This is an optimization exercise on Yosys and OpenROAD, whose aim is small area, not a production implementation.
The RTL was checked by simulation tests, not by an equivalence proof against the original design.

## flow/design.v (module list and top-level ports; edited modules follow where they fit)
// module ha: 4 lines
// module fa: 4 lines
// module booth_enc: 9 lines
// module mac_col1: 1091 lines
// module mac_col2: 971 lines
// module mac_col3: 971 lines
// module top: 143 lines
module top(input clk,
           input rst_n,
           input weight_select,
           input [7:0] fmaps_in1,
           input [7:0] fmaps_in2,
           input [7:0] fmaps_in3,
           input [7:0] fmaps_in4,
           input [7:0] fmaps_in5,
           input [7:0] fmaps_in6,
           input [7:0] fmaps_in7,
           input [7:0] weight_in1,
           input [7:0] weight_in2,
           input [7:0] weight_in3,
           input [7:0] weight_in4,
           input [7:0] weight_in5,
           output [1:0] cs,
           output [1:0] we,
           output [4:0] fmaps_addr,
           output [5:0] weight_addr,
           output valid,
           output signed [20:0] acc);
  // ...
==> flow/flow/run.sh <==
#!/bin/bash
# The standard synthesis and layout (the standard.sh), with two changes:
# the input and output ports are buffered with sky130_fd_sc_hd__buf_1
# instead of the placer's default buffer cell, and clock tree synthesis
# uses larger sink clusters and no dummy loads.  Each step's output goes to
# a log file of its own in this folder.
set -euo pipefail
bash standard.sh synth > synth.log 2>&1
export BUFFER_PORTS_ARGS="-buffer_cell sky130_fd_sc_hd__buf_1"
export CTS_ARGS="-sink_clustering_enable -repair_clock_nets -dont_use_dummy_load -sink_clustering_size 30 -sink_clustering_max_diameter 100"
bash standard.sh finish > layout.log 2>&1
==> flow/standard.sh <==
#!/bin/bash
# synth_recipe.tcl (not shown) runs the flow's synth.tcl, then flattens the netlist and writes it again
# the make line also repeats each setting of config.mk as NAME=value (left out here)
make -C /OpenROAD-flow-scripts/flow DESIGN_CONFIG=/design/flow/config.mk WORK_HOME=/design/flow/orfs CLKGATE_MAP_FILE= SYNTH_SCRIPT=/design/flow/synth_recipe.tcl "${@:-finish}"
==> flow/config.mk <==
export PLATFORM = sky130hd
export DESIGN_NAME = top
export DESIGN_NICKNAME = top
export VERILOG_FILES = /design/flow/design.v
export SDC_FILE = /design/flow/constraint.sdc
export NUM_CORES = 4
export LEC_CHECK = 0
export CAP_MARGIN = 20
export CORE_MARGIN = 2
export CORE_UTILIZATION = 65
export SLEW_MARGIN = 20
export SYNTH_HIERARCHICAL = 1
export SYNTH_MINIMUM_KEEP_SIZE = 0
==> flow/constraint.sdc <==
create_clock -name core_clock -period 7.0 [get_ports {clk}]
set_input_delay 1.4000 -clock core_clock [delete_from_list [all_inputs] [get_ports {clk}]]
set_output_delay 1.4000 -clock core_clock [all_outputs]
set_load 0.01 [all_outputs]
==> reports/qor.txt, run 1 <==
Placed cell areas - 35600 um^2
Synth Area in Simple Gates - 5.51%
Post-synth ARST share - 25.1%
Max-slew violations - 0
Status - complete, no violations
Post-CTS setup buffer count - 0
Seq. cell area - 8080 um^2
Commonest non-fill, non-tap cell in the layout - fa_1
Mux share of post-synthesis cell area - 1.60%
Cell variety after synth - 54
Layout cells sized above 1 - 12.3%
R2r endpoint - s1[19]
Met3 WL - 14400 um
Seq/total area - 22.4%
Slew headroom - 32.4%
CTS Buf Count - 19
Vias per Instance - 6.65
Synth Area in XOR/XNOR - 14.9%
Fin nets - 3691
Fin. Hold Viols - 0
Post-Route WL - 114000 um
Synth Area in Compound Gates - 11.7%
Final setup margin - 140 ps
Post-synthesis cell area - 33500 um^2
==> module mac_col1, before the edit <==
module mac_col1(input [7:0] W1,
    input [7:0] X1,
    input [3:0] ew2_one,
    input [3:0] ew2_two,
    input [3:0] ew2_neg,
    input [7:0] X2,
    input [3:0] ew3_one,
    input [3:0] ew3_two,
    input [3:0] ew3_neg,
    input [7:0] X3,
    input [3:0] ew4_one,
    input [3:0] ew4_two,
    input [3:0] ew4_neg,
    input [7:0] X4,
    input [3:0] ew5_one,
    input [3:0] ew5_two,
    input [3:0] ew5_neg,
    input [7:0] X5,
    input [20:0] base,
    output [20:0] sum);
    wire p1;
    assign p1 = W1[0] & X1[0];
    wire p2;
    assign p2 = W1[0] & X1[1];
    wire p3;
    assign p3 = W1[0] & X1[2];
    wire p4;
    assign p4 = W1[0] & X1[3];
    wire p5;
    assign p5 = W1[0] & X1[4];
    wire p6;
    assign p6 = W1[0] & X1[5];
    wire p7;
    assign p7 = W1[0] & X1[6];
    wire p8;
    assign p8 = ~(W1[0] & X1[7]);
    wire p9;
    assign p9 = W1[1] & X1[0];
    wire p10;
    assign p10 = W1[1] & X1[1];
    wire p11;
    assign p11 = W1[1] & X1[2];
    wire p12;
    assign p12 = W1[1] & X1[3];
    wire p13;
    assign p13 = W1[1] & X1[4];
    wire p14;
    assign p14 = W1[1] & X1[5];
    wire p15;
    assign p15 = W1[1] & X1[6];
    wire p16;
    assign p16 = ~(W1[1] & X1[7]);
    wire p17;
    assign p17 = W1[2] & X1[0];
    wire p18;
    assign p18 = W1[2] & X1[1];
    wire p19;
    assign p19 = W1[2] & X1[2];
    wire p20;
    assign p20 = W1[2] & X1[3];
    wire p21;
    assign p21 = W1[2] & X1[4];
    wire p22;
    assign p22 = W1[2] & X1[5];
    wire p23;
    assign p23 = W1[2] & X1[6];
    wire p24;
    assign p24 = ~(W1[2] & X1[7]);
    wire p25;
    assign p25 = W1[3] & X1[0];
    wire p26;
    assign p26 = W1[3] & X1[1];
    wire p27;
    assign p27 = W1[3] & X1[2];
    wire p28;
    assign p28 = W1[3] & X1[3];
    wire p29;
    assign p29 = W1[3] & X1[4];
    wire p30;
    assign p30 = W1[3] & X1[5];
    wire p31;
    assign p31 = W1[3] & X1[6];
    wire p32;
    assign p32 = ~(W1[3] & X1[7]);
    wire p33;
    assign p33 = W1[4] & X1[0];
    wire p34;
    assign p34 = W1[4] & X1[1];
    wire p35;
    assign p35 = W1[4] & X1[2];
    wire p36;
    assign p36 = W1[4] & X1[3];
    wire p37;
    assign p37 = W1[4] & X1[4];
    wire p38;
    assign p38 = W1[4] & X1[5];
    wire p39;
    assign p39 = W1[4] & X1[6];
    wire p40;
    assign p40 = ~(W1[4] & X1[7]);
    wire p41;
    assign p41 = W1[5] & X1[0];
    wire p42;
    assign p42 = W1[5] & X1[1];
    wire p43;
    assign p43 = W1[5] & X1[2];
    wire p44;
    assign p44 = W1[5] & X1[3];
    wire p45;
    assign p45 = W1[5] & X1[4];
    wire p46;
    assign p46 = W1[5] & X1[5];
    wire p47;
    assign p47 = W1[5] & X1[6];
    wire p48;
    assign p48 = ~(W1[5] & X1[7]);
    wire p49;
    assign p49 = W1[6] & X1[0];
    wire p50;
    assign p50 = W1[6] & X1[1];
    wire p51;
    assign p51 = W1[6] & X1[2];
    wire p52;
    assign p52 = W1[6] & X1[3];
    wire p53;
    assign p53 = W1[6] & X1[4];
    wire p54;
    assign p54 = W1[6] & X1[5];
    wire p55;
    assign p55 = W1[6] & X1[6];
    wire p56;
    assign p56 = ~(W1[6] & X1[7]);
    wire p57;
    assign p57 = ~(W1[7] & X1[0]);
    wire p58;
    assign p58 = ~(W1[7] & X1[1]);
    wire p59;
    assign p59 = ~(W1[7] & X1[2]);
    wire p60;
    assign p60 = ~(W1[7] & X1[3]);
    wire p61;
    assign p61 = ~(W1[7] & X1[4]);
    wire p62;
    assign p62 = ~(W1[7] & X1[5]);
    wire p63;
    assign p63 = ~(W1[7] & X1[6]);
    wire p64;
    assign p64 = W1[7] & X1[7];
    wire b65;
    assign b65 = (ew2_one[0] & X2[0]) ^ ew2_neg[0];
    wire b66;
    assign b66 = ((ew2_one[0] & X2[1]) | (ew2_two[0] & X2[0])) ^ ew2_neg[0];
    wire b67;
    assign b67 = ((ew2_one[0] & X2[2]) | (ew2_two[0] & X2[1])) ^ ew2_neg[0];
    wire b68;
    assign b68 = ((ew2_one[0] & X2[3]) | (ew2_two[0] & X2[2])) ^ ew2_neg[0];
    wire b69;
    assign b69 = ((ew2_one[0] & X2[4]) | (ew2_two[0] & X2[3])) ^ ew2_neg[0];
    wire b70;
    assign b70 = ((ew2_one[0] & X2[5]) | (ew2_two[0] & X2[4])) ^ ew2_neg[0];
    wire b71;
    assign b71 = ((ew2_one[0] & X2[6]) | (ew2_two[0] & X2[5])) ^ ew2_neg[0];
    wire b72;
    assign b72 = ((ew2_one[0] & X2[7]) | (ew2_two[0] & X2[6])) ^ ew2_neg[0];
    wire b73;
    assign b73 = ~(((ew2_one[0] | ew2_two[0]) & X2[7]) ^ ew2_neg[0]);
    wire b74;
    assign b74 = (ew2_one[1] & X2[0]) ^ ew2_neg[1];
    wire b75;
    assign b75 = ((ew2_one[1] & X2[1]) | (ew2_two[1] & X2[0])) ^ ew2_neg[1];
    wire b76;
    assign b76 = ((ew2_one[1] & X2[2]) | (ew2_two[1] & X2[1])) ^ ew2_neg[1];
    wire b77;
    assign b77 = ((ew2_one[1] & X2[3]) | (ew2_two[1] & X2[2])) ^ ew2_neg[1];
    wire b78;
    assign b78 = ((ew2_one[1] & X2[4]) | (ew2_two[1] & X2[3])) ^ ew2_neg[1];
    wire b79;
    assign b79 = ((ew2_one[1] & X2[5]) | (ew2_two[1] & X2[4])) ^ ew2_neg[1];
    wire b80;
    assign b80 = ((ew2_one[1] & X2[6]) | (ew2_two[1] & X2[5])) ^ ew2_neg[1];
    wire b81;
    assign b81 = ((ew2_one[1] & X2[7]) | (ew2_two[1] & X2[6])) ^ ew2_neg[1];
    wire b82;
    assign b82 = ~(((ew2_one[1] | ew2_two[1]) & X2[7]) ^ ew2_neg[1]);
    wire b83;
    assign b83 = (ew2_one[2] & X2[0]) ^ ew2_neg[2];
    wire b84;
    assign b84 = ((ew2_one[2] & X2[1]) | (ew2_two[2] & X2[0])) ^ ew2_neg[2];
    wire b85;
    assign b85 = ((ew2_one[2] & X2[2]) | (ew2_two[2] & X2[1])) ^ ew2_neg[2];
    wire b86;
    assign b86 = ((ew2_one[2] & X2[3]) | (ew2_two[2] & X2[2])) ^ ew2_neg[2];
    wire b87;
    assign b87 = ((ew2_one[2] & X2[4]) | (ew2_two[2] & X2[3])) ^ ew2_neg[2];
    wire b88;
    assign b88 = ((ew2_one[2] & X2[5]) | (ew2_two[2] & X2[4])) ^ ew2_neg[2];
    wire b89;
    assign b89 = ((ew2_one[2] & X2[6]) | (ew2_two[2] & X2[5])) ^ ew2_neg[2];
    wire b90;
    assign b90 = ((ew2_one[2] & X2[7]) | (ew2_two[2] & X2[6])) ^ ew2_neg[2];
    wire b91;
    assign b91 = ~(((ew2_one[2] | ew2_two[2]) & X2[7]) ^ ew2_neg[2]);
    wire b92;
    assign b92 = (ew2_one[3] & X2[0]) ^ ew2_neg[3];
    wire b93;
    assign b93 = ((ew2_one[3] & X2[1]) | (ew2_two[3] & X2[0])) ^ ew2_neg[3];
    wire b94;
    assign b94 = ((ew2_one[3] & X2[2]) | (ew2_two[3] & X2[1])) ^ ew2_neg[3];
    wire b95;
    assign b95 = ((ew2_one[3] & X2[3]) | (ew2_two[3] & X2[2])) ^ ew2_neg[3];
    wire b96;
    assign b96 = ((ew2_one[3] & X2[4]) | (ew2_two[3] & X2[3])) ^ ew2_neg[3];
    wire b97;
    assign b97 = ((ew2_one[3] & X2[5]) | (ew2_two[3] & X2[4])) ^ ew2_neg[3];
    wire b98;
    assign b98 = ((ew2_one[3] & X2[6]) | (ew2_two[3] & X2[5])) ^ ew2_neg[3];
    wire b99;
    assign b99 = ((ew2_one[3] & X2[7]) | (ew2_two[3] & X2[6])) ^ ew2_neg[3];
    wire b100;
    assign b100 = ~(((ew2_one[3] | ew2_two[3]) & X2[7]) ^ ew2_neg[3]);
    wire b101;
    assign b101 = (ew3_one[0] & X3[0]) ^ ew3_neg[0];
    wire b102;
    assign b102 = ((ew3_one[0] & X3[1]) | (ew3_two[0] & X3[0])) ^ ew3_neg[0];
    wire b103;
    assign b103 = ((ew3_one[0] & X3[2]) | (ew3_two[0] & X3[1])) ^ ew3_neg[0];
    wire b104;
    assign b104 = ((ew3_one[0] & X3[3]) | (ew3_two[0] & X3[2])) ^ ew3_neg[0];
    wire b105;
    assign b105 = ((ew3_one[0] & X3[4]) | (ew3_two[0] & X3[3])) ^ ew3_neg[0];
    wire b106;
    assign b106 = ((ew3_one[0] & X3[5]) | (ew3_two[0] & X3[4])) ^ ew3_neg[0];
    wire b107;
    assign b107 = ((ew3_one[0] & X3[6]) | (ew3_two[0] & X3[5])) ^ ew3_neg[0];
    wire b108;
    assign b108 = ((ew3_one[0] & X3[7]) | (ew3_two[0] & X3[6])) ^ ew3_neg[0];
    wire b109;
    assign b109 = ~(((ew3_one[0] | ew3_two[0]) & X3[7]) ^ ew3_neg[0]);
    wire b110;
    assign b110 = (ew3_one[1] & X3[0]) ^ ew3_neg[1];
    wire b111;
    assign b111 = ((ew3_one[1] & X3[1]) | (ew3_two[1] & X3[0])) ^ ew3_neg[1];
    wire b112;
    assign b112 = ((ew3_one[1] & X3[2]) | (ew3_two[1] & X3[1])) ^ ew3_neg[1];
    wire b113;
    assign b113 = ((ew3_one[1] & X3[3]) | (ew3_two[1] & X3[2])) ^ ew3_neg[1];
    wire b114;
    assign b114 = ((ew3_one[1] & X3[4]) | (ew3_two[1] & X3[3])) ^ ew3_neg[1];
    wire b115;
    assign b115 = ((ew3_one[1] & X3[5]) | (ew3_two[1] & X3[4])) ^ ew3_neg[1];
    wire b116;
    assign b116 = ((ew3_one[1] & X3[6]) | (ew3_two[1] & X3[5])) ^ ew3_neg[1];
    wire b117;
    assign b117 = ((ew3_one[1] & X3[7]) | (ew3_two[1] & X3[6])) ^ ew3_neg[1];
    wire b118;
    assign b118 = ~(((ew3_one[1] | ew3_two[1]) & X3[7]) ^ ew3_neg[1]);
    wire b119;
    assign b119 = (ew3_one[2] & X3[0]) ^ ew3_neg[2];
    wire b120;
    assign b120 = ((ew3_one[2] & X3[1]) | (ew3_two[2] & X3[0])) ^ ew3_neg[2];
    wire b121;
    assign b121 = ((ew3_one[2] & X3[2]) | (ew3_two[2] & X3[1])) ^ ew3_neg[2];
    wire b122;
    assign b122 = ((ew3_one[2] & X3[3]) | (ew3_two[2] & X3[2])) ^ ew3_neg[2];
    wire b123;
    assign b123 = ((ew3_one[2] & X3[4]) | (ew3_two[2] & X3[3])) ^ ew3_neg[2];
    wire b124;
    assign b124 = ((ew3_one[2] & X3[5]) | (ew3_two[2] & X3[4])) ^ ew3_neg[2];
    wire b125;
    assign b125 = ((ew3_one[2] & X3[6]) | (ew3_two[2] & X3[5])) ^ ew3_neg[2];
    wire b126;
    assign b126 = ((ew3_one[2] & X3[7]) | (ew3_two[2] & X3[6])) ^ ew3_neg[2];
    wire b127;
    assign b127 = ~(((ew3_one[2] | ew3_two[2]) & X3[7]) ^ ew3_neg[2]);
    wire b128;
    assign b128 = (ew3_one[3] & X3[0]) ^ ew3_neg[3];
    wire b129;
    assign b129 = ((ew3_one[3] & X3[1]) | (ew3_two[3] & X3[0])) ^ ew3_neg[3];
    wire b130;
    assign b130 = ((ew3_one[3] & X3[2]) | (ew3_two[3] & X3[1])) ^ ew3_neg[3];
    wire b131;
    assign b131 = ((ew3_one[3] & X3[3]) | (ew3_two[3] & X3[2])) ^ ew3_neg[3];
    wire b132;
    assign b132 = ((ew3_one[3] & X3[4]) | (ew3_two[3] & X3[3])) ^ ew3_neg[3];
    wire b133;
    assign b133 = ((ew3_one[3] & X3[5]) | (ew3_two[3] & X3[4])) ^ ew3_neg[3];
    wire b134;
    assign b134 = ((ew3_one[3] & X3[6]) | (ew3_two[3] & X3[5])) ^ ew3_neg[3];
    wire b135;
    assign b135 = ((ew3_one[3] & X3[7]) | (ew3_two[3] & X3[6])) ^ ew3_neg[3];
    wire b136;
    assign b136 = ~(((ew3_one[3] | ew3_two[3]) & X3[7]) ^ ew3_neg[3]);
    wire b137;
    assign b137 = (ew4_one[0] & X4[0]) ^ ew4_neg[0];
    wire b138;
    assign b138 = ((ew4_one[0] & X4[1]) | (ew4_two[0] & X4[0])) ^ ew4_neg[0];
    wire b139;
    assign b139 = ((ew4_one[0] & X4[2]) | (ew4_two[0] & X4[1])) ^ ew4_neg[0];
    wire b140;
    assign b140 = ((ew4_one[0] & X4[3]) | (ew4_two[0] & X4[2])) ^ ew4_neg[0];
    wire b141;
    assign b141 = ((ew4_one[0] & X4[4]) | (ew4_two[0] & X4[3])) ^ ew4_neg[0];
    wire b142;
    assign b142 = ((ew4_one[0] & X4[5]) | (ew4_two[0] & X4[4])) ^ ew4_neg[0];
    wire b143;
    assign b143 = ((ew4_one[0] & X4[6]) | (ew4_two[0] & X4[5])) ^ ew4_neg[0];
    wire b144;
    assign b144 = ((ew4_one[0] & X4[7]) | (ew4_two[0] & X4[6])) ^ ew4_neg[0];
    wire b145;
    assign b145 = ~(((ew4_one[0] | ew4_two[0]) & X4[7]) ^ ew4_neg[0]);
    wire b146;
    assign b146 = (ew4_one[1] & X4[0]) ^ ew4_neg[1];
    wire b147;
    assign b147 = ((ew4_one[1] & X4[1]) | (ew4_two[1] & X4[0])) ^ ew4_neg[1];
    wire b148;
    assign b148 = ((ew4_one[1] & X4[2]) | (ew4_two[1] & X4[1])) ^ ew4_neg[1];
    wire b149;
    assign b149 = ((ew4_one[1] & X4[3]) | (ew4_two[1] & X4[2])) ^ ew4_neg[1];
    wire b150;
    assign b150 = ((ew4_one[1] & X4[4]) | (ew4_two[1] & X4[3])) ^ ew4_neg[1];
    wire b151;
    assign b151 = ((ew4_one[1] & X4[5]) | (ew4_two[1] & X4[4])) ^ ew4_neg[1];
    wire b152;
    assign b152 = ((ew4_one[1] & X4[6]) | (ew4_two[1] & X4[5])) ^ ew4_neg[1];
    wire b153;
    assign b153 = ((ew4_one[1] & X4[7]) | (ew4_two[1] & X4[6])) ^ ew4_neg[1];
    wire b154;
    assign b154 = ~(((ew4_one[1] | ew4_two[1]) & X4[7]) ^ ew4_neg[1]);
    wire b155;
    assign b155 = (ew4_one[2] & X4[0]) ^ ew4_neg[2];
    wire b156;
    assign b156 = ((ew4_one[2] & X4[1]) | (ew4_two[2] & X4[0])) ^ ew4_neg[2];
    wire b157;
    assign b157 = ((ew4_one[2] & X4[2]) | (ew4_two[2] & X4[1])) ^ ew4_neg[2];
    wire b158;
    assign b158 = ((ew4_one[2] & X4[3]) | (ew4_two[2] & X4[2])) ^ ew4_neg[2];
    wire b159;
    assign b159 = ((ew4_one[2] & X4[4]) | (ew4_two[2] & X4[3])) ^ ew4_neg[2];
    wire b160;
    assign b160 = ((ew4_one[2] & X4[5]) | (ew4_two[2] & X4[4])) ^ ew4_neg[2];
    wire b161;
    assign b161 = ((ew4_one[2] & X4[6]) | (ew4_two[2] & X4[5])) ^ ew4_neg[2];
    wire b162;
    assign b162 = ((ew4_one[2] & X4[7]) | (ew4_two[2] & X4[6])) ^ ew4_neg[2];
    wire b163;
    assign b163 = ~(((ew4_one[2] | ew4_two[2]) & X4[7]) ^ ew4_neg[2]);
    wire b164;
    assign b164 = (ew4_one[3] & X4[0]) ^ ew4_neg[3];
    wire b165;
    assign b165 = ((ew4_one[3] & X4[1]) | (ew4_two[3] & X4[0])) ^ ew4_neg[3];
    wire b166;
    assign b166 = ((ew4_one[3] & X4[2]) | (ew4_two[3] & X4[1])) ^ ew4_neg[3];
    wire b167;
    assign b167 = ((ew4_one[3] & X4[3]) | (ew4_two[3] & X4[2])) ^ ew4_neg[3];
    wire b168;
    assign b168 = ((ew4_one[3] & X4[4]) | (ew4_two[3] & X4[3])) ^ ew4_neg[3];
    wire b169;
    assign b169 = ((ew4_one[3] & X4[5]) | (ew4_two[3] & X4[4])) ^ ew4_neg[3];
    wire b170;
    assign b170 = ((ew4_one[3] & X4[6]) | (ew4_two[3] & X4[5])) ^ ew4_neg[3];
    wire b171;
    assign b171 = ((ew4_one[3] & X4[7]) | (ew4_two[3] & X4[6])) ^ ew4_neg[3];
    wire b172;
    assign b172 = ~(((ew4_one[3] | ew4_two[3]) & X4[7]) ^ ew4_neg[3]);
    wire b173;
    assign b173 = (ew5_one[0] & X5[0]) ^ ew5_neg[0];
    wire b174;
    assign b174 = ((ew5_one[0] & X5[1]) | (ew5_two[0] & X5[0])) ^ ew5_neg[0];
    wire b175;
    assign b175 = ((ew5_one[0] & X5[2]) | (ew5_two[0] & X5[1])) ^ ew5_neg[0];
    wire b176;
    assign b176 = ((ew5_one[0] & X5[3]) | (ew5_two[0] & X5[2])) ^ ew5_neg[0];
    wire b177;
    assign b177 = ((ew5_one[0] & X5[4]) | (ew5_two[0] & X5[3])) ^ ew5_neg[0];
    wire b178;
    assign b178 = ((ew5_one[0] & X5[5]) | (ew5_two[0] & X5[4])) ^ ew5_neg[0];
    wire b179;
    assign b179 = ((ew5_one[0] & X5[6]) | (ew5_two[0] & X5[5])) ^ ew5_neg[0];
    wire b180;
    assign b180 = ((ew5_one[0] & X5[7]) | (ew5_two[0] & X5[6])) ^ ew5_neg[0];
    wire b181;
    assign b181 = ~(((ew5_one[0] | ew5_two[0]) & X5[7]) ^ ew5_neg[0]);
    wire b182;
    assign b182 = (ew5_one[1] & X5[0]) ^ ew5_neg[1];
    wire b183;
    assign b183 = ((ew5_one[1] & X5[1]) | (ew5_two[1] & X5[0])) ^ ew5_neg[1];
    wire b184;
    assign b184 = ((ew5_one[1] & X5[2]) | (ew5_two[1] & X5[1])) ^ ew5_neg[1];
    wire b185;
    assign b185 = ((ew5_one[1] & X5[3]) | (ew5_two[1] & X5[2])) ^ ew5_neg[1];
    wire b186;
    assign b186 = ((ew5_one[1] & X5[4]) | (ew5_two[1] & X5[3])) ^ ew5_neg[1];
    wire b187;
    assign b187 = ((ew5_one[1] & X5[5]) | (ew5_two[1] & X5[4])) ^ ew5_neg[1];
    wire b188;
    assign b188 = ((ew5_one[1] & X5[6]) | (ew5_two[1] & X5[5])) ^ ew5_neg[1];
    wire b189;
    assign b189 = ((ew5_one[1] & X5[7]) | (ew5_two[1] & X5[6])) ^ ew5_neg[1];
    wire b190;
    assign b190 = ~(((ew5_one[1] | ew5_two[1]) & X5[7]) ^ ew5_neg[1]);
    wire b191;
    assign b191 = (ew5_one[2] & X5[0]) ^ ew5_neg[2];
    wire b192;
    assign b192 = ((ew5_one[2] & X5[1]) | (ew5_two[2] & X5[0])) ^ ew5_neg[2];
    wire b193;
    assign b193 = ((ew5_one[2] & X5[2]) | (ew5_two[2] & X5[1])) ^ ew5_neg[2];
    wire b194;
    assign b194 = ((ew5_one[2] & X5[3]) | (ew5_two[2] & X5[2])) ^ ew5_neg[2];
    wire b195;
    assign b195 = ((ew5_one[2] & X5[4]) | (ew5_two[2] & X5[3])) ^ ew5_neg[2];
    wire b196;
    assign b196 = ((ew5_one[2] & X5[5]) | (ew5_two[2] & X5[4])) ^ ew5_neg[2];
    wire b197;
    assign b197 = ((ew5_one[2] & X5[6]) | (ew5_two[2] & X5[5])) ^ ew5_neg[2];
    wire b198;
    assign b198 = ((ew5_one[2] & X5[7]) | (ew5_two[2] & X5[6])) ^ ew5_neg[2];
    wire b199;
    assign b199 = ~(((ew5_one[2] | ew5_two[2]) & X5[7]) ^ ew5_neg[2]);
    wire b200;
    assign b200 = (ew5_one[3] & X5[0]) ^ ew5_neg[3];
    wire b201;
    assign b201 = ((ew5_one[3] & X5[1]) | (ew5_two[3] & X5[0])) ^ ew5_neg[3];
    wire b202;
    assign b202 = ((ew5_one[3] & X5[2]) | (ew5_two[3] & X5[1])) ^ ew5_neg[3];
    wire b203;
    assign b203 = ((ew5_one[3] & X5[3]) | (ew5_two[3] & X5[2])) ^ ew5_neg[3];
    wire b204;
    assign b204 = ((ew5_one[3] & X5[4]) | (ew5_two[3] & X5[3])) ^ ew5_neg[3];
    wire b205;
    assign b205 = ((ew5_one[3] & X5[5]) | (ew5_two[3] & X5[4])) ^ ew5_neg[3];
    wire b206;
    assign b206 = ((ew5_one[3] & X5[6]) | (ew5_two[3] & X5[5])) ^ ew5_neg[3];
    wire b207;
    assign b207 = ((ew5_one[3] & X5[7]) | (ew5_two[3] & X5[6])) ^ ew5_neg[3];
    wire b208;
    assign b208 = ~(((ew5_one[3] | ew5_two[3]) & X5[7]) ^ ew5_neg[3]);
    wire s209;
    wire c210;
    fa us209 (.a(ew2_neg[0]), .b(ew3_neg[0]), .c(ew4_neg[0]), .s(s209), .co(c210));
    wire s211;
    wire c212;
    fa us211 (.a(ew5_neg[0]), .b(base[0]), .c(s209), .s(s211), .co(c212));
    wire s213;
    wire c214;
    fa us213 (.a(b101), .b(b137), .c(b173), .s(s213), .co(c214));
    wire s215;
    wire c216;
    fa us215 (.a(b65), .b(p1), .c(s211), .s(s215), .co(c216));
    wire s217;
    wire c218;
    fa us217 (.a(base[1]), .b(c210), .c(b102), .s(s217), .co(c218));
    wire s219;
    wire c220;
    fa us219 (.a(b138), .b(b174), .c(b66), .s(s219), .co(c220));
    wire s221;
    wire c222;
    fa us221 (.a(c212), .b(p2), .c(p9), .s(s221), .co(c222));
    wire s223;
    wire c224;
    fa us223 (.a(c214), .b(s217), .c(s219), .s(s223), .co(c224));
    wire s225;
    wire c226;
    fa us225 (.a(c216), .b(s221), .c(s223), .s(s225), .co(c226));
    wire s227;
    wire c228;
    fa us227 (.a(ew2_neg[1]), .b(ew3_neg[1]), .c(ew4_neg[1]), .s(s227), .co(c228));
    wire s229;
    wire c230;
    fa us229 (.a(ew5_neg[1]), .b(base[2]), .c(s227), .s(s229), .co(c230));
    wire s231;
    wire c232;
    fa us231 (.a(b103), .b(b110), .c(b139), .s(s231), .co(c232));
    wire s233;
    wire c234;
    fa us233 (.a(b146), .b(b175), .c(b182), .s(s233), .co(c234));
    wire s235;
    wire c236;
    fa us235 (.a(b67), .b(b74), .c(p10), .s(s235), .co(c236));
    wire s237;
    wire c238;
    fa us237 (.a(p17), .b(p3), .c(s229), .s(s237), .co(c238));
    wire s239;
    wire c240;
    fa us239 (.a(c218), .b(c220), .c(s231), .s(s239), .co(c240));
    wire s241;
    wire c242;
    fa us241 (.a(s233), .b(c222), .c(s235), .s(s241), .co(c242));
    wire s243;
    wire c244;
    fa us243 (.a(s237), .b(c224), .c(s239), .s(s243), .co(c244));
    wire s245;
    wire c246;
    fa us245 (.a(s241), .b(c226), .c(s243), .s(s245), .co(c246));
    wire s247;
    wire c248;
    fa us247 (.a(base[3]), .b(c228), .c(b104), .s(s247), .co(c248));
    wire s249;
    wire c250;
    fa us249 (.a(b111), .b(b140), .c(b147), .s(s249), .co(c250));
    wire s251;
    wire c252;
    fa us251 (.a(b176), .b(b183), .c(b68), .s(s251), .co(c252));
    wire s253;
    wire c254;
    fa us253 (.a(b75), .b(c230), .c(p11), .s(s253), .co(c254));
    wire s255;
    wire c256;
    fa us255 (.a(p18), .b(p25), .c(p4), .s(s255), .co(c256));
    wire s257;
    wire c258;
    fa us257 (.a(c232), .b(c234), .c(s247), .s(s257), .co(c258));
    wire s259;
    wire c260;
    fa us259 (.a(s249), .b(s251), .c(c236), .s(s259), .co(c260));
    wire s261;
    wire c262;
    fa us261 (.a(c238), .b(s253), .c(s255), .s(s261), .co(c262));
    wire s263;
    wire c264;
    fa us263 (.a(c240), .b(s257), .c(c242), .s(s263), .co(c264));
    wire s265;
    wire c266;
    fa us265 (.a(s259), .b(s261), .c(c244), .s(s265), .co(c266));
    wire s267;
    wire c268;
    fa us267 (.a(s263), .b(c246), .c(s265), .s(s267), .co(c268));
    wire s269;
    wire c270;
    fa us269 (.a(ew2_neg[2]), .b(ew3_neg[2]), .c(ew4_neg[2]), .s(s269), .co(c270));
    wire s271;
    wire c272;
    fa us271 (.a(ew5_neg[2]), .b(base[4]), .c(s269), .s(s271), .co(c272));
    wire s273;
    wire c274;
    fa us273 (.a(b105), .b(b112), .c(b119), .s(s273), .co(c274));
    wire s275;
    wire c276;
    fa us275 (.a(b141), .b(b148), .c(b155), .s(s275), .co(c276));
    wire s277;
    wire c278;
    fa us277 (.a(b177), .b(b184), .c(b191), .s(s277), .co(c278));
    wire s279;
    wire c280;
    fa us279 (.a(b69), .b(b76), .c(b83), .s(s279), .co(c280));
    wire s281;
    wire c282;
    fa us281 (.a(p12), .b(p19), .c(p26), .s(s281), .co(c282));
    wire s283;
    wire c284;
    fa us283 (.a(p33), .b(p5), .c(s271), .s(s283), .co(c284));
    wire s285;
    wire c286;
    fa us285 (.a(c248), .b(c250), .c(c252), .s(s285), .co(c286));
    wire s287;
    wire c288;
    fa us287 (.a(s273), .b(s275), .c(s277), .s(s287), .co(c288));
    wire s289;
    wire c290;
    fa us289 (.a(s279), .b(c254), .c(c256), .s(s289), .co(c290));
    wire s291;
    wire c292;
    fa us291 (.a(s281), .b(s283), .c(c258), .s(s291), .co(c292));
    wire s293;
    wire c294;
    fa us293 (.a(s285), .b(s287), .c(c260), .s(s293), .co(c294));
    wire s295;
    wire c296;
    fa us295 (.a(c262), .b(s289), .c(s291), .s(s295), .co(c296));
    wire s297;
    wire c298;
    fa us297 (.a(c264), .b(s293), .c(c266), .s(s297), .co(c298));
    wire s299;
    wire c300;
    fa us299 (.a(s295), .b(c268), .c(s297), .s(s299), .co(c300));
    wire s301;
    wire c302;
    fa us301 (.a(base[5]), .b(c270), .c(b106), .s(s301), .co(c302));
    wire s303;
    wire c304;
    fa us303 (.a(b113), .b(b120), .c(b142), .s(s303), .co(c304));
    wire s305;
    wire c306;
    fa us305 (.a(b149), .b(b156), .c(b178), .s(s305), .co(c306));
    wire s307;
    wire c308;
    fa us307 (.a(b185), .b(b192), .c(b70), .s(s307), .co(c308));
    wire s309;
    wire c310;
    fa us309 (.a(b77), .b(b84), .c(c272), .s(s309), .co(c310));
    wire s311;
    wire c312;
    fa us311 (.a(p13), .b(p20), .c(p27), .s(s311), .co(c312));
    wire s313;
    wire c314;
    fa us313 (.a(p34), .b(p41), .c(p6), .s(s313), .co(c314));
    wire s315;
    wire c316;
    fa us315 (.a(c274), .b(c276), .c(c278), .s(s315), .co(c316));
    wire s317;
    wire c318;
    fa us317 (.a(c280), .b(s301), .c(s303), .s(s317), .co(c318));
    wire s319;
    wire c320;
    fa us319 (.a(s305), .b(s307), .c(c282), .s(s319), .co(c320));
    wire s321;
    wire c322;
    fa us321 (.a(c284), .b(s309), .c(s311), .s(s321), .co(c322));
    wire s323;
    wire c324;
    fa us323 (.a(s313), .b(c286), .c(c288), .s(s323), .co(c324));
    wire s325;
    wire c326;
    fa us325 (.a(s315), .b(s317), .c(c290), .s(s325), .co(c326));
    wire s327;
    wire c328;
    fa us327 (.a(s319), .b(s321), .c(c292), .s(s327), .co(c328));
    wire s329;
    wire c330;
    fa us329 (.a(s323), .b(c294), .c(s325), .s(s329), .co(c330));
    wire s331;
    wire c332;
    fa us331 (.a(c296), .b(s327), .c(s329), .s(s331), .co(c332));
    wire s333;
    wire c334;
    fa us333 (.a(c298), .b(s331), .c(c300), .s(s333), .co(c334));
    wire s335;
    wire c336;
    fa us335 (.a(ew2_neg[3]), .b(ew3_neg[3]), .c(ew4_neg[3]), .s(s335), .co(c336));
    wire s337;
    wire c338;
    fa us337 (.a(ew5_neg[3]), .b(base[6]), .c(s335), .s(s337), .co(c338));
    wire s339;
    wire c340;
    fa us339 (.a(b107), .b(b114), .c(b121), .s(s339), .co(c340));
    wire s341;
    wire c342;
    fa us341 (.a(b128), .b(b143), .c(b150), .s(s341), .co(c342));
    wire s343;
    wire c344;
    fa us343 (.a(b157), .b(b164), .c(b179), .s(s343), .co(c344));
    wire s345;
    wire c346;
    fa us345 (.a(b186), .b(b193), .c(b200), .s(s345), .co(c346));
    wire s347;
    wire c348;
    fa us347 (.a(b71), .b(b78), .c(b85), .s(s347), .co(c348));
    wire s349;
    wire c350;
    fa us349 (.a(b92), .b(p14), .c(p21), .s(s349), .co(c350));
    wire s351;
    wire c352;
    fa us351 (.a(p28), .b(p35), .c(p42), .s(s351), .co(c352));
    wire s353;
    wire c354;
    fa us353 (.a(p49), .b(p7), .c(s337), .s(s353), .co(c354));
    wire s355;
    wire c356;
    fa us355 (.a(c302), .b(c304), .c(c306), .s(s355), .co(c356));
    wire s357;
    wire c358;
    fa us357 (.a(c308), .b(s339), .c(s341), .s(s357), .co(c358));
    wire s359;
    wire c360;
    fa us359 (.a(s343), .b(s345), .c(s347), .s(s359), .co(c360));
    wire s361;
    wire c362;
    fa us361 (.a(c310), .b(c312), .c(c314), .s(s361), .co(c362));
    wire s363;
    wire c364;
    fa us363 (.a(s349), .b(s351), .c(c316), .s(s363), .co(c364));
    wire s365;
    wire c366;
    fa us365 (.a(s353), .b(c318), .c(s355), .s(s365), .co(c366));
    wire s367;
    wire c368;
    fa us367 (.a(s357), .b(s359), .c(c320), .s(s367), .co(c368));
    wire s369;
    wire c370;
    fa us369 (.a(c322), .b(s361), .c(c324), .s(s369), .co(c370));
    wire s371;
    wire c372;
    fa us371 (.a(s363), .b(s365), .c(c326), .s(s371), .co(c372));
    wire s373;
    wire c374;
    fa us373 (.a(s367), .b(c328), .c(s369), .s(s373), .co(c374));
    wire s375;
    wire c376;
    fa us375 (.a(c330), .b(s371), .c(s373), .s(s375), .co(c376));
    wire s377;
    wire c378;
    fa us377 (.a(c332), .b(s375), .c(c334), .s(s377), .co(c378));
    wire s379;
    wire c380;
    fa us379 (.a(base[7]), .b(c336), .c(b108), .s(s379), .co(c380));
    wire s381;
    wire c382;
    fa us381 (.a(b115), .b(b122), .c(b129), .s(s381), .co(c382));
    wire s383;
    wire c384;
    fa us383 (.a(b144), .b(b151), .c(b158), .s(s383), .co(c384));
    wire s385;
    wire c386;
    fa us385 (.a(b165), .b(b180), .c(b187), .s(s385), .co(c386));
    wire s387;
    wire c388;
    fa us387 (.a(b194), .b(b201), .c(b72), .s(s387), .co(c388));
    wire s389;
    wire c390;
    fa us389 (.a(b79), .b(b86), .c(b93), .s(s389), .co(c390));
    wire s391;
    wire c392;
    fa us391 (.a(c338), .b(p15), .c(p22), .s(s391), .co(c392));
    wire s393;
    wire c394;
    fa us393 (.a(p29), .b(p36), .c(p43), .s(s393), .co(c394));
    wire s395;
    wire c396;
    fa us395 (.a(p50), .b(p57), .c(p8), .s(s395), .co(c396));
    wire s397;
    wire c398;
    fa us397 (.a(c340), .b(c342), .c(c344), .s(s397), .co(c398));
    wire s399;
    wire c400;
    fa us399 (.a(c346), .b(c348), .c(s379), .s(s399), .co(c400));
    wire s401;
    wire c402;
    fa us401 (.a(s381), .b(s383), .c(s385), .s(s401), .co(c402));
    wire s403;
    wire c404;
    fa us403 (.a(s387), .b(s389), .c(c350), .s(s403), .co(c404));
    wire s405;
    wire c406;
    fa us405 (.a(c352), .b(c354), .c(s391), .s(s405), .co(c406));
    wire s407;
    wire c408;
    fa us407 (.a(s393), .b(s395), .c(c356), .s(s407), .co(c408));
    wire s409;
    wire c410;
    fa us409 (.a(c358), .b(c360), .c(s397), .s(s409), .co(c410));
    wire s411;
    wire c412;
    fa us411 (.a(s399), .b(s401), .c(c362), .s(s411), .co(c412));
    wire s413;
    wire c414;
    fa us413 (.a(s403), .b(c364), .c(s405), .s(s413), .co(c414));
    wire s415;
    wire c416;
    fa us415 (.a(c366), .b(s407), .c(s409), .s(s415), .co(c416));
    wire s417;
    wire c418;
    fa us417 (.a(c368), .b(s411), .c(c370), .s(s417), .co(c418));
    wire s419;
    wire c420;
    fa us419 (.a(s413), .b(c372), .c(s415), .s(s419), .co(c420));
    wire s421;
    wire c422;
    fa us421 (.a(c374), .b(s417), .c(s419), .s(s421), .co(c422));
    wire s423;
    wire c424;
    fa us423 (.a(c376), .b(s421), .c(c378), .s(s423), .co(c424));
    wire s425;
    wire c426;
    fa us425 (.a(base[8]), .b(b109), .c(b116), .s(s425), .co(c426));
    wire s427;
    wire c428;
    fa us427 (.a(b123), .b(b130), .c(b145), .s(s427), .co(c428));
    wire s429;
    wire c430;
    fa us429 (.a(b152), .b(b159), .c(b166), .s(s429), .co(c430));
    wire s431;
    wire c432;
    fa us431 (.a(b181), .b(b188), .c(b195), .s(s431), .co(c432));
    wire s433;
    wire c434;
    fa us433 (.a(b202), .b(b73), .c(b80), .s(s433), .co(c434));
    wire s435;
    wire c436;
    fa us435 (.a(b87), .b(b94), .c(p16), .s(s435), .co(c436));
    wire s437;
    wire c438;
    fa us437 (.a(p23), .b(p30), .c(p37), .s(s437), .co(c438));
    wire s439;
    wire c440;
    fa us439 (.a(p44), .b(p51), .c(p58), .s(s439), .co(c440));
    wire s441;
    wire c442;
    fa us441 (.a(c380), .b(c382), .c(c384), .s(s441), .co(c442));
    wire s443;
    wire c444;
    fa us443 (.a(c386), .b(c388), .c(c390), .s(s443), .co(c444));
    wire s445;
    wire c446;
    fa us445 (.a(s425), .b(s427), .c(s429), .s(s445), .co(c446));
    wire s447;
    wire c448;
    fa us447 (.a(s431), .b(s433), .c(c392), .s(s447), .co(c448));
    wire s449;
    wire c450;
    fa us449 (.a(c394), .b(c396), .c(s435), .s(s449), .co(c450));
    wire s451;
    wire c452;
    fa us451 (.a(s437), .b(s439), .c(c398), .s(s451), .co(c452));
    wire s453;
    wire c454;
    fa us453 (.a(c400), .b(c402), .c(s441), .s(s453), .co(c454));
    wire s455;
    wire c456;
    fa us455 (.a(s443), .b(s445), .c(c404), .s(s455), .co(c456));
    wire s457;
    wire c458;
    fa us457 (.a(c406), .b(s447), .c(c408), .s(s457), .co(c458));
    wire s459;
    wire c460;
    fa us459 (.a(s449), .b(c410), .c(s451), .s(s459), .co(c460));
    wire s461;
    wire c462;
    fa us461 (.a(s453), .b(c412), .c(s455), .s(s461), .co(c462));
    wire s463;
    wire c464;
    fa us463 (.a(c414), .b(s457), .c(c416), .s(s463), .co(c464));
    wire s465;
    wire c466;
    fa us465 (.a(s459), .b(s461), .c(c418), .s(s465), .co(c466));
    wire s467;
    wire c468;
    fa us467 (.a(c420), .b(s463), .c(s465), .s(s467), .co(c468));
    wire s469;
    wire c470;
    ha us469 (.a(c422), .b(s467), .s(s469), .co(c470));
    wire s471;
    wire c472;
    fa us471 (.a(base[9]), .b(b117), .c(b124), .s(s471), .co(c472));
    wire s473;
    wire c474;
    fa us473 (.a(b131), .b(b153), .c(b160), .s(s473), .co(c474));
    wire s475;
    wire c476;
    fa us475 (.a(b167), .b(b189), .c(b196), .s(s475), .co(c476));
    wire s477;
    wire c478;
    fa us477 (.a(b203), .b(b81), .c(b88), .s(s477), .co(c478));
    wire s479;
    wire c480;
    fa us479 (.a(b95), .b(p24), .c(p31), .s(s479), .co(c480));
    wire s481;
    wire c482;
    fa us481 (.a(p38), .b(p45), .c(p52), .s(s481), .co(c482));
    wire s483;
    wire c484;
    fa us483 (.a(p59), .b(c426), .c(c428), .s(s483), .co(c484));
    wire s485;
    wire c486;
    fa us485 (.a(c430), .b(c432), .c(c434), .s(s485), .co(c486));
    wire s487;
    wire c488;
    fa us487 (.a(s471), .b(s473), .c(s475), .s(s487), .co(c488));
    wire s489;
    wire c490;
    fa us489 (.a(s477), .b(c436), .c(c438), .s(s489), .co(c490));
    wire s491;
    wire c492;
    fa us491 (.a(c440), .b(s479), .c(s481), .s(s491), .co(c492));
    wire s493;
    wire c494;
    fa us493 (.a(c442), .b(c444), .c(c446), .s(s493), .co(c494));
    wire s495;
    wire c496;
    fa us495 (.a(s483), .b(s485), .c(s487), .s(s495), .co(c496));
    wire s497;
    wire c498;
    fa us497 (.a(c448), .b(c450), .c(s489), .s(s497), .co(c498));
    wire s499;
    wire c500;
    fa us499 (.a(c452), .b(s491), .c(c454), .s(s499), .co(c500));
    wire s501;
    wire c502;
    fa us501 (.a(s493), .b(c456), .c(s495), .s(s501), .co(c502));
    wire s503;
    wire c504;
    fa us503 (.a(c458), .b(s497), .c(c460), .s(s503), .co(c504));
    wire s505;
    wire c506;
    fa us505 (.a(s499), .b(c462), .c(s501), .s(s505), .co(c506));
    wire s507;
    wire c508;
    fa us507 (.a(c464), .b(s503), .c(c466), .s(s507), .co(c508));
    wire s509;
    wire c510;
    fa us509 (.a(s505), .b(c468), .c(s507), .s(s509), .co(c510));
    wire s511;
    wire c512;
    fa us511 (.a(base[10]), .b(b118), .c(b125), .s(s511), .co(c512));
    wire s513;
    wire c514;
    fa us513 (.a(b132), .b(b154), .c(b161), .s(s513), .co(c514));
    wire s515;
    wire c516;
    fa us515 (.a(b168), .b(b190), .c(b197), .s(s515), .co(c516));
    wire s517;
    wire c518;
    fa us517 (.a(b204), .b(b82), .c(b89), .s(s517), .co(c518));
    wire s519;
    wire c520;
    fa us519 (.a(b96), .b(p32), .c(p39), .s(s519), .co(c520));
    wire s521;
    wire c522;
    fa us521 (.a(p46), .b(p53), .c(p60), .s(s521), .co(c522));
    wire s523;
    wire c524;
    fa us523 (.a(c472), .b(c474), .c(c476), .s(s523), .co(c524));
    wire s525;
    wire c526;
    fa us525 (.a(c478), .b(s511), .c(s513), .s(s525), .co(c526));
    wire s527;
    wire c528;
    fa us527 (.a(s515), .b(s517), .c(c480), .s(s527), .co(c528));
    wire s529;
    wire c530;
    fa us529 (.a(c482), .b(s519), .c(s521), .s(s529), .co(c530));
    wire s531;
    wire c532;
    fa us531 (.a(c484), .b(c486), .c(c488), .s(s531), .co(c532));
    wire s533;
    wire c534;
    fa us533 (.a(s523), .b(s525), .c(c490), .s(s533), .co(c534));
    wire s535;
    wire c536;
    fa us535 (.a(c492), .b(s527), .c(s529), .s(s535), .co(c536));
    wire s537;
    wire c538;
    fa us537 (.a(c494), .b(c496), .c(s531), .s(s537), .co(c538));
    wire s539;
    wire c540;
    fa us539 (.a(c498), .b(s533), .c(c500), .s(s539), .co(c540));
    wire s541;
    wire c542;
    fa us541 (.a(s535), .b(c502), .c(s537), .s(s541), .co(c542));
    wire s543;
    wire c544;
    fa us543 (.a(c504), .b(s539), .c(c506), .s(s543), .co(c544));
    wire s545;
    wire c546;
    fa us545 (.a(s541), .b(c508), .c(s543), .s(s545), .co(c546));
    wire s547;
    wire c548;
    fa us547 (.a(base[11]), .b(b126), .c(b133), .s(s547), .co(c548));
    wire s549;
    wire c550;
    fa us549 (.a(b162), .b(b169), .c(b198), .s(s549), .co(c550));
    wire s551;
    wire c552;
    fa us551 (.a(b205), .b(b90), .c(b97), .s(s551), .co(c552));
    wire s553;
    wire c554;
    fa us553 (.a(p40), .b(p47), .c(p54), .s(s553), .co(c554));
    wire s555;
    wire c556;
    fa us555 (.a(p61), .b(c512), .c(c514), .s(s555), .co(c556));
    wire s557;
    wire c558;
    fa us557 (.a(c516), .b(c518), .c(s547), .s(s557), .co(c558));
    wire s559;
    wire c560;
    fa us559 (.a(s549), .b(s551), .c(c520), .s(s559), .co(c560));
    wire s561;
    wire c562;
    fa us561 (.a(c522), .b(s553), .c(c524), .s(s561), .co(c562));
    wire s563;
    wire c564;
    fa us563 (.a(c526), .b(s555), .c(s557), .s(s563), .co(c564));
    wire s565;
    wire c566;
    fa us565 (.a(c528), .b(c530), .c(s559), .s(s565), .co(c566));
    wire s567;
    wire c568;
    fa us567 (.a(c532), .b(s561), .c(c534), .s(s567), .co(c568));
    wire s569;
    wire c570;
    fa us569 (.a(s563), .b(c536), .c(s565), .s(s569), .co(c570));
    wire s571;
    wire c572;
    fa us571 (.a(c538), .b(s567), .c(c540), .s(s571), .co(c572));
    wire s573;
    wire c574;
    fa us573 (.a(s569), .b(c542), .c(s571), .s(s573), .co(c574));
    wire s575;
    wire c576;
    fa us575 (.a(c544), .b(s573), .c(c546), .s(s575), .co(c576));
    wire s577;
    wire c578;
    fa us577 (.a(base[12]), .b(b127), .c(b134), .s(s577), .co(c578));
    wire s579;
    wire c580;
    fa us579 (.a(b163), .b(b170), .c(b199), .s(s579), .co(c580));
    wire s581;
    wire c582;
    fa us581 (.a(b206), .b(b91), .c(b98), .s(s581), .co(c582));
    wire s583;
    wire c584;
    fa us583 (.a(p48), .b(p55), .c(p62), .s(s583), .co(c584));
    wire s585;
    wire c586;
    fa us585 (.a(c548), .b(c550), .c(c552), .s(s585), .co(c586));
    wire s587;
    wire c588;
    fa us587 (.a(s577), .b(s579), .c(s581), .s(s587), .co(c588));
    wire s589;
    wire c590;
    fa us589 (.a(c554), .b(s583), .c(c556), .s(s589), .co(c590));
    wire s591;
    wire c592;
    fa us591 (.a(c558), .b(s585), .c(s587), .s(s591), .co(c592));
    wire s593;
    wire c594;
    fa us593 (.a(c560), .b(c562), .c(s589), .s(s593), .co(c594));
    wire s595;
    wire c596;
    fa us595 (.a(c564), .b(s591), .c(c566), .s(s595), .co(c596));
    wire s597;
    wire c598;
    fa us597 (.a(s593), .b(c568), .c(c570), .s(s597), .co(c598));
    wire s599;
    wire c600;
    fa us599 (.a(s595), .b(c572), .c(s597), .s(s599), .co(c600));
    wire s601;
    wire c602;
    fa us601 (.a(c574), .b(s599), .c(c576), .s(s601), .co(c602));
    wire s603;
    wire c604;
    fa us603 (.a(base[13]), .b(b135), .c(b171), .s(s603), .co(c604));
    wire s605;
    wire c606;
    fa us605 (.a(b207), .b(b99), .c(p56), .s(s605), .co(c606));
    wire s607;
    wire c608;
    fa us607 (.a(p63), .b(c578), .c(c580), .s(s607), .co(c608));
    wire s609;
    wire c610;
    fa us609 (.a(c582), .b(s603), .c(c584), .s(s609), .co(c610));
    wire s611;
    wire c612;
    fa us611 (.a(s605), .b(c586), .c(c588), .s(s611), .co(c612));
    wire s613;
    wire c614;
    fa us613 (.a(s607), .b(s609), .c(c590), .s(s613), .co(c614));
    wire s615;
    wire c616;
    fa us615 (.a(c592), .b(s611), .c(c594), .s(s615), .co(c616));
    wire s617;
    wire c618;
    fa us617 (.a(s613), .b(c596), .c(s615), .s(s617), .co(c618));
    wire s619;
    wire c620;
    fa us619 (.a(c598), .b(s617), .c(c600), .s(s619), .co(c620));
    wire s621;
    wire c622;
    fa us621 (.a(base[14]), .b(b100), .c(b136), .s(s621), .co(c622));
    wire s623;
    wire c624;
    fa us623 (.a(b172), .b(b208), .c(p64), .s(s623), .co(c624));
    wire s625;
    wire c626;
    fa us625 (.a(c604), .b(s621), .c(c606), .s(s625), .co(c626));
    wire s627;
    wire c628;
    fa us627 (.a(s623), .b(c608), .c(c610), .s(s627), .co(c628));
    wire s629;
    wire c630;
    fa us629 (.a(s625), .b(c612), .c(s627), .s(s629), .co(c630));
    wire s631;
    wire c632;
    fa us631 (.a(c614), .b(s629), .c(c616), .s(s631), .co(c632));
    wire s633;
    wire c634;
    fa us633 (.a(c618), .b(s631), .c(c620), .s(s633), .co(c634));
    wire s635;
    wire c636;
    fa us635 (.a(base[15]), .b(c622), .c(c624), .s(s635), .co(c636));
    wire s637;
    wire c638;
    fa us637 (.a(c626), .b(s635), .c(c628), .s(s637), .co(c638));
    wire s639;
    wire c640;
    fa us639 (.a(c630), .b(s637), .c(c632), .s(s639), .co(c640));
    wire s641;
    wire c642;
    fa us641 (.a(base[16]), .b(c636), .c(c638), .s(s641), .co(c642));
    wire [20:0] ra = {base[20], base[19], base[18], base[17], c640, c634, s633, c602, s601, s575, c510, c470, c424, s423, s377, s333, s299, s267, s245, s225, s213};
    wire [20:0] rb = {1'b0, 1'b0, 1'b0, c642, s641, s639, 1'b0, s619, 1'b0, 1'b0, s545, s509, s469, 1'b0, 1'b0, 1'b0, 1'b0, 1'b0, 1'b0, 1'b0, s215};
    assign sum = ra + rb;
endmodule
==> run 2: changes to the inputs <==
--- a/flow/design.v
+++ b/flow/design.v
@@ -706,5 +706,5 @@
     wire s377;
     wire c378;
-    fa us377 (.a(c332), .b(s375), .c(c334), .s(s377), .co(c378));
+    ha us377 (.a(c332), .b(s375), .s(s377), .co(c378));
     wire s379;
     wire c380;
@@ -775,5 +775,5 @@
     wire s423;
     wire c424;
-    fa us423 (.a(c376), .b(s421), .c(c378), .s(s423), .co(c424));
+    ha us423 (.a(c376), .b(s421), .s(s423), .co(c424));
     wire s425;
     wire c426;
@@ -1003,5 +1003,5 @@
     wire s575;
     wire c576;
-    fa us575 (.a(c544), .b(s573), .c(c546), .s(s575), .co(c576));
+    ha us575 (.a(c544), .b(s573), .s(s575), .co(c576));
     wire s577;
     wire c578;
@@ -1042,5 +1042,5 @@
     wire s601;
     wire c602;
-    fa us601 (.a(c574), .b(s599), .c(c576), .s(s601), .co(c602));
+    ha us601 (.a(c574), .b(s599), .s(s601), .co(c602));
     wire s603;
     wire c604;
@@ -1090,5 +1090,5 @@
     wire s633;
     wire c634;
-    fa us633 (.a(c618), .b(s631), .c(c620), .s(s633), .co(c634));
+    ha us633 (.a(c618), .b(s631), .s(s633), .co(c634));
     wire s635;
     wire c636;
@@ -1103,6 +1103,6 @@
     wire c642;
     fa us641 (.a(base[16]), .b(c636), .c(c638), .s(s641), .co(c642));
-    wire [20:0] ra = {base[20], base[19], base[18], base[17], c640, c634, s633, c602, s601, s575, c510, c470, c424, s423, s377, s333, s299, s267, s245, s225, s213};
-    wire [20:0] rb = {1'b0, 1'b0, 1'b0, c642, s641, s639, 1'b0, s619, 1'b0, 1'b0, s545, s509, s469, 1'b0, 1'b0, 1'b0, 1'b0, 1'b0, 1'b0, 1'b0, s215};
+    wire [20:0] ra = {base[20], base[19], base[18], base[17], c640, c634, c620, c602, c576, c546, c510, c470, c424, c378, c334, s333, s299, s267, s245, s225, s213};
+    wire [20:0] rb = {1'b0, 1'b0, 1'b0, c642, s641, s639, s633, s619, s601, s575, s545, s509, s469, s423, s377, 1'b0, 1'b0, 1'b0, 1'b0, 1'b0, s215};
     assign sum = ra + rb;
 endmodule
@@ -1728,5 +1728,5 @@
     wire s339;
     wire c340;
-    fa us339 (.a(c298), .b(s337), .c(c300), .s(s339), .co(c340));
+    ha us339 (.a(c298), .b(s337), .s(s339), .co(c340));
     wire s341;
     wire c342;
@@ -1788,5 +1788,5 @@
     wire s379;
     wire c380;
-    fa us379 (.a(c338), .b(s377), .c(c340), .s(s379), .co(c380));
+    ha us379 (.a(c338), .b(s377), .s(s379), .co(c380));
     wire s381;
     wire c382;
@@ -1947,5 +1947,5 @@
     wire s485;
     wire c486;
-    fa us485 (.a(c452), .b(s483), .c(c454), .s(s485), .co(c486));
+    ha us485 (.a(c452), .b(s483), .s(s485), .co(c486));
     wire s487;
     wire c488;
@@ -1986,5 +1986,5 @@
     wire s511;
     wire c512;
-    fa us511 (.a(c484), .b(s509), .c(c486), .s(s511), .co(c512));
+    ha us511 (.a(c484), .b(s509), .s(s511), .co(c512));
     wire s513;
     wire c514;
@@ -2043,5 +2043,5 @@
     wire s549;
     wire c550;
-    fa us549 (.a(s547), .b(c532), .c(c534), .s(s549), .co(c550));
+    ha us549 (.a(s547), .b(c532), .s(s549), .co(c550));
     wire s551;
     wire c552;
@@ -2070,10 +2070,10 @@
     wire s567;
     wire c568;
-    fa us567 (.a(c560), .b(s565), .c(c562), .s(s567), .co(c568));
+    ha us567 (.a(c560), .b(s565), .s(s567), .co(c568));
     wire s569;
     wire c570;
     fa us569 (.a(base[16]), .b(c564), .c(c566), .s(s569), .co(c570));
-    wire [20:0] ra = {base[20], base[19], base[18], base[17], c568, s567, c550, s549, c512, s511, s485, c420, c380, s379, s339, s299, s269, s239, s219, s199, s189};
-    wire [20:0] rb = {1'b0, 1'b0, 1'b0, c570, s569, 1'b0, s561, 1'b0, s533, 1'b0, 1'b0, s453, s419, 1'b0, 1'b0, 1'b0, 1'b0, 1'b0, 1'b0, 1'b0, 1'b0};
+    wire [20:0] ra = {base[20], base[19], base[18], base[17], c568, c562, c550, c534, c512, c486, c454, c420, c380, c340, c300, s299, s269, s239, s219, s199, s189};
+    wire [20:0] rb = {1'b0, 1'b0, 1'b0, c570, s569, s567, s561, s549, s533, s511, s485, s453, s419, s379, s339, 1'b0, 1'b0, 1'b0, 1'b0, 1'b0, 1'b0};
     assign sum = ra + rb;
 endmodule
@@ -2699,5 +2699,5 @@
     wire s339;
     wire c340;
-    fa us339 (.a(c298), .b(s337), .c(c300), .s(s339), .co(c340));
+    ha us339 (.a(c298), .b(s337), .s(s339), .co(c340));
     wire s341;
     wire c342;
@@ -2759,5 +2759,5 @@
     wire s379;
     wire c380;
-    fa us379 (.a(c338), .b(s377), .c(c340), .s(s379), .co(c380));
+    ha us379 (.a(c338), .b(s377), .s(s379), .co(c380));
     wire s381;
     wire c382;
@@ -2918,5 +2918,5 @@
     wire s485;
     wire c486;
-    fa us485 (.a(c452), .b(s483), .c(c454), .s(s485), .co(c486));
+    ha us485 (.a(c452), .b(s483), .s(s485), .co(c486));
     wire s487;
     wire c488;
@@ -2957,5 +2957,5 @@
     wire s511;
     wire c512;
-    fa us511 (.a(c484), .b(s509), .c(c486), .s(s511), .co(c512));
+    ha us511 (.a(c484), .b(s509), .s(s511), .co(c512));
     wire s513;
     wire c514;
@@ -3014,5 +3014,5 @@
     wire s549;
     wire c550;
-    fa us549 (.a(s547), .b(c532), .c(c534), .s(s549), .co(c550));
+    ha us549 (.a(s547), .b(c532), .s(s549), .co(c550));
     wire s551;
     wire c552;
@@ -3041,10 +3041,10 @@
     wire s567;
     wire c568;
-    fa us567 (.a(c560), .b(s565), .c(c562), .s(s567), .co(c568));
+    ha us567 (.a(c560), .b(s565), .s(s567), .co(c568));
     wire s569;
     wire c570;
     fa us569 (.a(base[16]), .b(c564), .c(c566), .s(s569), .co(c570));
-    wire [20:0] ra = {base[20], base[19], base[18], base[17], c568, s567, c550, s549, c512, s511, s485, c420, c380, s379, s339, s299, s269, s239, s219, s199, s189};
-    wire [20:0] rb = {1'b0, 1'b0, 1'b0, c570, s569, 1'b0, s561, 1'b0, s533, 1'b0, 1'b0, s453, s419, 1'b0, 1'b0, 1'b0, 1'b0, 1'b0, 1'b0, 1'b0, 1'b0};
+    wire [20:0] ra = {base[20], base[19], base[18], base[17], c568, c562, c550, c534, c512, c486, c454, c420, c380, c340, c300, s299, s269, s239, s219, s199, s189};
+    wire [20:0] rb = {1'b0, 1'b0, 1'b0, c570, s569, s567, s561, s549, s533, s511, s485, s453, s419, s379, s339, 1'b0, 1'b0, 1'b0, 1'b0, 1'b0, 1'b0};
     assign sum = ra + rb;
 endmodule
==> run 2 against run 1 <==
- still clean
- sequential share of layout area decreased by 0.23 points
- cell area up 1.0%
- clock skew is 3.4 ps higher
- worst hold slack worse by 13 ps
==> reports/qor.txt, run 2 <==
Max cap viols - 0
Vias per Instance - 6.88 (+3.5%)
Worst reg2reg setup slack - 180 ps
Most frequent cell after synthesis - fa_1
CP Capture Type - register
Initial antenna violation count - 2
Final hold slack - 286 ps
Core area - 51500 um^2
Post-synth top flop - dfxtp_1
Setup-failing EPs final - 0
Layout cells sized above 1 - 11.4% (-0.86 points)
DRT iter0 DRCs - 3900
Slew headroom - 24.2% (-8.3 points)
Post-synth EDFFs - 0
Top post-synthesis cells by count - 589 x fa_1, 475 x xnor2_1, 392 x a22oi_1
Via count - 25600
Max-slew violations - 0 (unchanged)
# port buffers - 133
Hold/Removal Path Class - reg -> reg
Post-synth ARST share - 25.1% (unchanged)
Area grow syn2layout - 7.24%
Final worst path period need - 6820 ps
Share of the synthesized area in the top cell type - 34.7%
Req. time, crit path - 7480 ps
#FFs+latches synth - 378
DR WL/cell - 33.2 um
Final setup margin - 178 ps (+37.9 ps)
CTS H-tree depth - 1
Initial Utilization - 66.0%
Clock Tree Root - clkbuf_16
Status - complete, no violations
R2r startpoint - x5_4[1]
Largest net degree at the start of global routing - 71
I/O pin cnt - 136
GRT Total Usage - 47.0%
Max FO, Critical Path - 9
Register area share after synthesis - 23.7%
Commonest non-fill, non-tap cells in the layout - 589 x fa_1, 475 x xnor2_1, 392 x a22oi_1
Worst Skew - 60.1 ps
Rows - 83
Ys Warns - 7
Area leader, netlist - fa_1
Hold wc startpoint - h2[3]
CTS Buf Count - 21 (+2)
Hold depth - 0
Commonest non-fill, non-tap cell in the layout - fa_1
Post-synthesis average cell area - 11.4 um^2
Clk Latency, worst-skew pair - 580 ps
Post-Route Setup TNS - 0 ps
Gpl congestion - 0.999
Pre-CTS WS - 116 ps
Die H - 233 um
Max Buffers Root-to-Sink - 3
Post-synthesis cell area - 34000 um^2 (+1.5%)
Detail Route Antenna Nets - 0
Cell variety after synth - 68 (+26%)
Worst-margin pin slew - 1140 ps
Die Area - 54200 um^2
Filler Cells Inserted - 3610
CTS tree - yes
Post-DP HPWL - 90000 um
Fin. Hold Viols - 0 (unchanged)
Vias in the first global route - 27400
Worst setup SP type - register
R2r endpoint - s3[20]
Synth area leaders - fa_1 35%, dfxtp_1 17%, xnor2_1 12%, a22oi_1 8.7%, dfrtp_1 6.7%
Total gr overflow - 0
Residual DRC - 0
Die width - 233 um
Num Clock Sinks - 378
Critical path arrival - 7300 ps
Clock-pin transition on the worst setup and hold timing paths - 110 ps
Hold Crit Endpoint - o[3]
Cells after Synth - 2986
Achievable Freq - 0.147 GHz
Drt first pass iters - 9
Global-route wire length before repair - 181000 um
RSZ-0062 raised after global routing - false
Reg2reg path depth - 18
Final Cycle Share - 97.5%
Fin nets - 3790 (+2.7%)
Post-Route WL - 123000 um (+8.5%)
WS Path Type - reg -> reg
==> run 2: critical path: stages, from the launching register on <==
cell and delay, ps:
dfxtp_1 990, buf_4 290, a22oi_1 90, xnor2_1 280
fa_1 490, fa_1 430, fa_1 440, fa_1 500
fa_1 400, fa_1 410, fa_1 420, ha_1 290
fa_1 480, a21oi_1 260, nor2_1 150, o211ai_1 260
a31oi_1 210, o211ai_2 210, xnor2_1 130
==> run 2: modules after synthesis, one instance, submodules excluded <==
module | flip-flops and latches | copies in the design | cell area [um^2]
booth_enc | 0 | 6 | 124
fa | 0 | 587 | 20.0
ha | 0 | 20 | 12.5
mac_col1 | 0 | 1 | 3720
mac_col2 | 0 | 1 | 3860
mac_col3 | 0 | 1 | 3780
top | 378 | 1 | 9900
==> run 2: through the flow <==
| step | utilization [%] | cells | cell area, um^2 |
|---|---|---|---|
| floorplan | - | 2987 | 34000 |
| global placement | 69.8 | 3695 | 35900 |
| detailed placement | 69.8 | 3695 | 35900 |
| CTS | 70.8 | 3716 | 36500 |
| global route | 70.8 | 3716 | 36500 |
| finish | 70.8 | 3721 | 36500 |
==> run 2: how the worst max path moves through the flow <==
stage	slack (ps)	startpoint	cells after the start	endpoint
6_report	180	x5_4[1]	18	s3[20]
5_1_grt	40	x5_4[0]	18	s3[17]
4_1_cts	190	ew2_one[0]	18	s3[20]
3_5_place_dp	120	weight_in1[7]	16	s1[15]
3_3_place_gp	270	weight_in1[7]	16	s1[19]
2_1_floorplan	780	newwin	20	s2[17]
==> run 2: cell families (layout without fill, tap and decap cells) <==
group           Yosys count  in the layout  share of synthesized area (%)
xor+xnor                571            571                           14.7
simple gates            363            363                           5.77
compound gates          603            603                           12.6
flops                   378            378                           23.7
fa+ha+maj               653            653                           37.0
other cells               2              8                         0.0221
mux                      48             48                           1.58
buf+inv                 368            417                           4.64
==> run 2: timing repair <==
action                                  4_1_cts  5_1_grt
endpoints found under the hold margin         0        0
hold buffers                                  0        0
gates resized for setup                       0        2
endpoints found under the setup margin        0        2
buffers inserted                              0        0
==> run 2: layout make-up <==
cell class | count | area [um^2] | share of cell area (%)
diodes | 5 | 12.5 | 0.0343
clock buffers | 21 | 526 | 1.44
inverters | 29 | 109 | 0.298
well taps | 680 | 851 | 2.33
multi-input cells | 2241 | 24400 | 66.9
repair buffers | 367 | 2510 | 6.88
flip-flops and latches | 378 | 8080 | 22.1
==> run 2: routing by layer <==
metal  routed length, um  up-vias  share of wire (%)  track usage (%)
met4                9700        2                7.9             26.6
met3               16700      643                 13             15.5
met2               52000     2181                 42             68.5
met1               45100    12800                 37             61.9
li1                    -     9961                  -                -
met5                  13        -              0.011                0

[static timing again, ports no longer ideal]
The results above use ideal ports. As a check the final layouts listed here were re-extracted and re-timed, cells and wires unchanged. Step 1 assumes that a clkbuf_16 drives the clock port and a buf_2 every other input. Step 2 also shifts input and output timing later by t, the mid clock arrival at the registers, as if the neighbouring blocks saw the same clock. Slacks: no drivers / after step 1 / after step 2; pairs: no drivers / after step 1.
| run | t, ns | setup WS [ns] | cell pins on the clock port's net |
|---|---|---|---|
| run 1 | 0.619 | 0.140 / 0.140 / -0.193 | 1 |
| run 2 | 0.619 | 0.178 / 0.178 / -0.033 | 1 |
Met with ideal ports but missed after step 2: setup timing in run 1 and run 2. The setup slack of run 1, which loses most, moves by 0.000 ns with the drivers and by -0.333 ns with both steps.
